What follows belongs to an exercise in optimizing a design on an open flow for small area and a short achievable clock period; a production flow would make more cautious choices.
Function was checked by simulation only, so behaviour that the tests miss may differ from the original.
Power and IR drop assume default switching activity.

job 3099:
Design Convolution, start of the top module:
module Convolution(
    input clk,
    input rst_n,
    input in_valid,
    input weight_valid,
    input [7:0] In_IFM_1,
    input [7:0] In_IFM_2,
    input [7:0] In_IFM_3,
    input [7:0] In_IFM_4,
    input [7:0] In_IFM_5,
    input [7:0] In_IFM_6,
    input [7:0] In_IFM_7,
    input [7:0] In_IFM_8,
    input [7:0] In_IFM_9,
    input [7:0] In_Weight_1,
    input [7:0] In_Weight_2,
    input [7:0] In_Weight_3,
    input [7:0] In_Weight_4,
    input [7:0] In_Weight_5,
    input [7:0] In_Weight_6,
    input [7:0] In_Weight_7,
    input [7:0] In_Weight_8,
    input [7:0] In_Weight_9,
    output reg out_valid,
    output reg [20:0] Out_OFM
);
==> flow/config.mk <==
export PLATFORM = sky130hd
export DESIGN_NAME = Convolution
export DESIGN_NICKNAME = Convolution
export VERILOG_FILES = /design/flow/design.v
export SDC_FILE = /design/flow/constraint.sdc
export NUM_CORES = 4
export LEC_CHECK = 0
export CAP_MARGIN = 20
export CORE_MARGIN = 2
export CORE_UTILIZATION = 60
export PLACE_DENSITY = 0.7
export SETUP_SLACK_MARGIN = 3.25
export SLEW_MARGIN = 20
export SYNTH_HIERARCHICAL = 1
export SYNTH_MINIMUM_KEEP_SIZE = 0
==> flow/constraint.sdc <==
create_clock -name core_clock -period 5.5 [get_ports {clk}]
set_input_delay 1.1000 -clock core_clock [delete_from_list [all_inputs] [get_ports {clk}]]
set_output_delay 1.1000 -clock core_clock [all_outputs]
set_load 0.01 [all_outputs]
standard.sh (not shown) runs the stock make flow with config.mk's settings and CLKGATE_MAP_FILE= SYNTH_SCRIPT=/design/flow/synth_recipe.tcl, a recipe that flattens the netlist after the stock synthesis.
==> flow/flow/run.sh <==
#!/bin/bash
# Standard ORFS layout, with plain buf_1 cells as the port buffers (the resizer
# may upsize them) instead of the delay-buffer cells buffer_ports picks itself,
# and clock tree synthesis without dummy loads.
set -euo pipefail
bash standard.sh finish \
  "BUFFER_PORTS_ARGS=-buffer_cell sky130_fd_sc_hd__buf_1" \
  "CTS_ARGS=-sink_clustering_enable -repair_clock_nets -sink_clustering_size 16 -sink_clustering_max_diameter 50 -dont_use_dummy_load -buf_list sky130_fd_sc_hd__clkbuf_8" \
  > orfs_flow.log 2>&1
Inputs modified between job 3099 and job 6486:
- swapping 60 for 40 in CORE_UTILIZATION
- clearing PLACE_DENSITY, which used to be 0.7
==> flow/flow/run.sh <==
#!/bin/bash
# Standard ORFS layout, with plain buf_1 cells as the port buffers (the resizer
# may upsize them) instead of the delay-buffer cells buffer_ports picks itself.
set -euo pipefail
bash standard.sh finish "BUFFER_PORTS_ARGS=-buffer_cell sky130_fd_sc_hd__buf_1" > orfs_flow.log 2>&1
### Flow results
Job 6486 closes out successfully: all stages finished, all timing, DRC and antenna checks passed. Job 6486 ended up with sky130_fd_sc_hd__dfxtp_1 as its critical-path cell with the highest stage delay; job 3099 ended up with sky130_fd_sc_hd__dfrtp_1. Job 6486 vs. job 3099: total power went up; net switching fraction of the power lost 2.4 points; final critical delay including setup and external delays went down by 0.039 ns; global-route wire length before repair +about 10%; final cell count climbed 342. When job 6486 is set beside job 3099, its number of well taps turns out to be 272 larger.
Input-level comparison between job 8777 and job 6486:
- changing CORE_UTILIZATION from 40 to 70
- setting PLACE_DENSITY to 0.8 for the first time
==> flow/flow/run.sh <==
#!/bin/bash
# Standard ORFS layout, with plain buf_1 cells as the port buffers (the resizer
# may upsize them) instead of the delay-buffer cells buffer_ports picks itself,
# and clock tree synthesis without dummy loads.
set -euo pipefail
bash standard.sh finish \
  "BUFFER_PORTS_ARGS=-buffer_cell sky130_fd_sc_hd__buf_1" \
  "CTS_ARGS=-sink_clustering_enable -repair_clock_nets -sink_clustering_size 22 -sink_clustering_max_diameter 60 -dont_use_dummy_load" \
  > orfs_flow.log 2>&1
## What came out
In job 8777 relative to job 6486, cell area had gone down by a few percent.
In job 8777 relative to job 6486, routed wire length had gone down by a little under 10%.
Job 8777 ended up with a higher sequential share of layout area than job 6486 did.
Total power of job 8777 falls short of that of job 6486 by more than 10%.
Result: PASS for each of job 8777 and job 6486
Setup changes, job 8777 to job 8264
- a deleted PLACE_DENSITY that had been 0.8
- an added CTS_CLUSTER_SIZE of 22
- a change of CORE_UTILIZATION from 70 to 40
- an added CTS_CLUSTER_DIAMETER of 60
==> flow/flow/run.sh <==
#!/bin/bash
# Standard ORFS layout, with plain buf_1 cells as the port buffers (the resizer
# may upsize them) instead of the delay-buffer cells buffer_ports picks itself.
set -euo pipefail
bash standard.sh finish "BUFFER_PORTS_ARGS=-buffer_cell sky130_fd_sc_hd__buf_1" > orfs_flow.log 2>&1
Findings:
Against job 8777, job 8264 comes in about 9% higher on wire length.
Changes observed in job 8264 relative to job 8777: unique cell type count in the Yosys netlist now sits at about the same level, share of cell area taken by flip-flops and latches now sits lower, half-perimeter wire length after placement now sits higher, site row count now sits higher.
Modified inputs, job 5291 compared to job 8264
- PLACE_DENSITY newly set to 0.7
- CORE_UTILIZATION changed from 40 to 60
==> flow/flow/run.sh <==
#!/bin/bash
# Standard ORFS layout, with plain buf_1 cells as the port buffers (the resizer
# may upsize them) instead of the delay-buffer cells buffer_ports picks itself,
# and clock tree synthesis without dummy loads.
set -euo pipefail
bash standard.sh finish \
  "BUFFER_PORTS_ARGS=-buffer_cell sky130_fd_sc_hd__buf_1" \
  "CTS_ARGS=-sink_clustering_enable -repair_clock_nets -sink_clustering_size 22 -sink_clustering_max_diameter 60 -dont_use_dummy_load" \
  > orfs_flow.log 2>&1
==> run notes <==
Compared with job 8264, job 5291 has extra setup slack. Clock latency at the later pin of the worst-skew pair: job 5291 vs job 8264 down 0.03 ns. Job 5291 vs job 8264 — via count of the first global-routing pass dropped 254. The class of the worst hold path comes out in -> async in one run and reg -> reg in the other, namely in job 8264 and job 5291 respectively. In terms of area taken by multi-input logic gates, job 8264 and job 5291 differ only marginally. Route | job 5291 vs job 8264 | wire shorter in job 5291. met1 capacity usage during global routing up 14 points in job 5291 wrt job 8264. Job 5291 vs job 8264: maximum frequency from static timing analysis up in job 5291. Comparing job 5291 and job 8264, the lower signed area change from the synthesized netlist to the final layout was measured on job 5291. Across both runs, maximum fanout count along the critical path was higher for job 5291 than for job 8264. Switching part of the total in job 5291 vs job 8264: down 0.81 points. The reported sequential group power on job 5291 is in line with that on job 8264.

-- port drivers added, routing unchanged --
Ports are ideal in the flow. The routed layouts listed here were re-timed in OpenROAD.
Step 1 sets driving cells, clkbuf_16 on the clock port and buf_2 on the other inputs (assumed; they add their load-dependent delay and slew).
Step 2, shift: input delay + t, output delay - t, t = (earliest + latest rising clock arrival at the registers) / 2. This alone moves slack from input paths to output paths.
Three values: ideal ports, drivers, drivers and shift; two values: the first two.
| run | shift t [ns] | setup WS [ns] | clock arrival spread, ns | slew at the worst register clock pin (ns) |
|---|---|---|---|---|
| job 3099 | 0.718 | 3.280 / 3.226 / 2.993 | 0.054 / 0.055 | 0.10 / 0.10 |
| job 6486 | 0.651 | 3.319 / 3.264 / 2.955 | 0.034 / 0.033 | 0.06 / 0.06 |
| job 8777 | 0.618 | 3.256 / 3.256 / 3.067 | 0.050 / 0.050 | 0.09 / 0.09 |
| job 8264 | 0.668 | 3.298 / 3.237 / 2.968 | 0.036 / 0.036 | 0.09 / 0.09 |
| job 5291 | 0.636 | 3.329 / 3.292 / 2.997 | 0.039 / 0.040 | 0.09 / 0.09 |
After both steps setup and hold are still met in every run listed. The setup slack of job 6486, which loses most, moves by -0.055 ns with the drivers and by -0.364 ns with both steps.
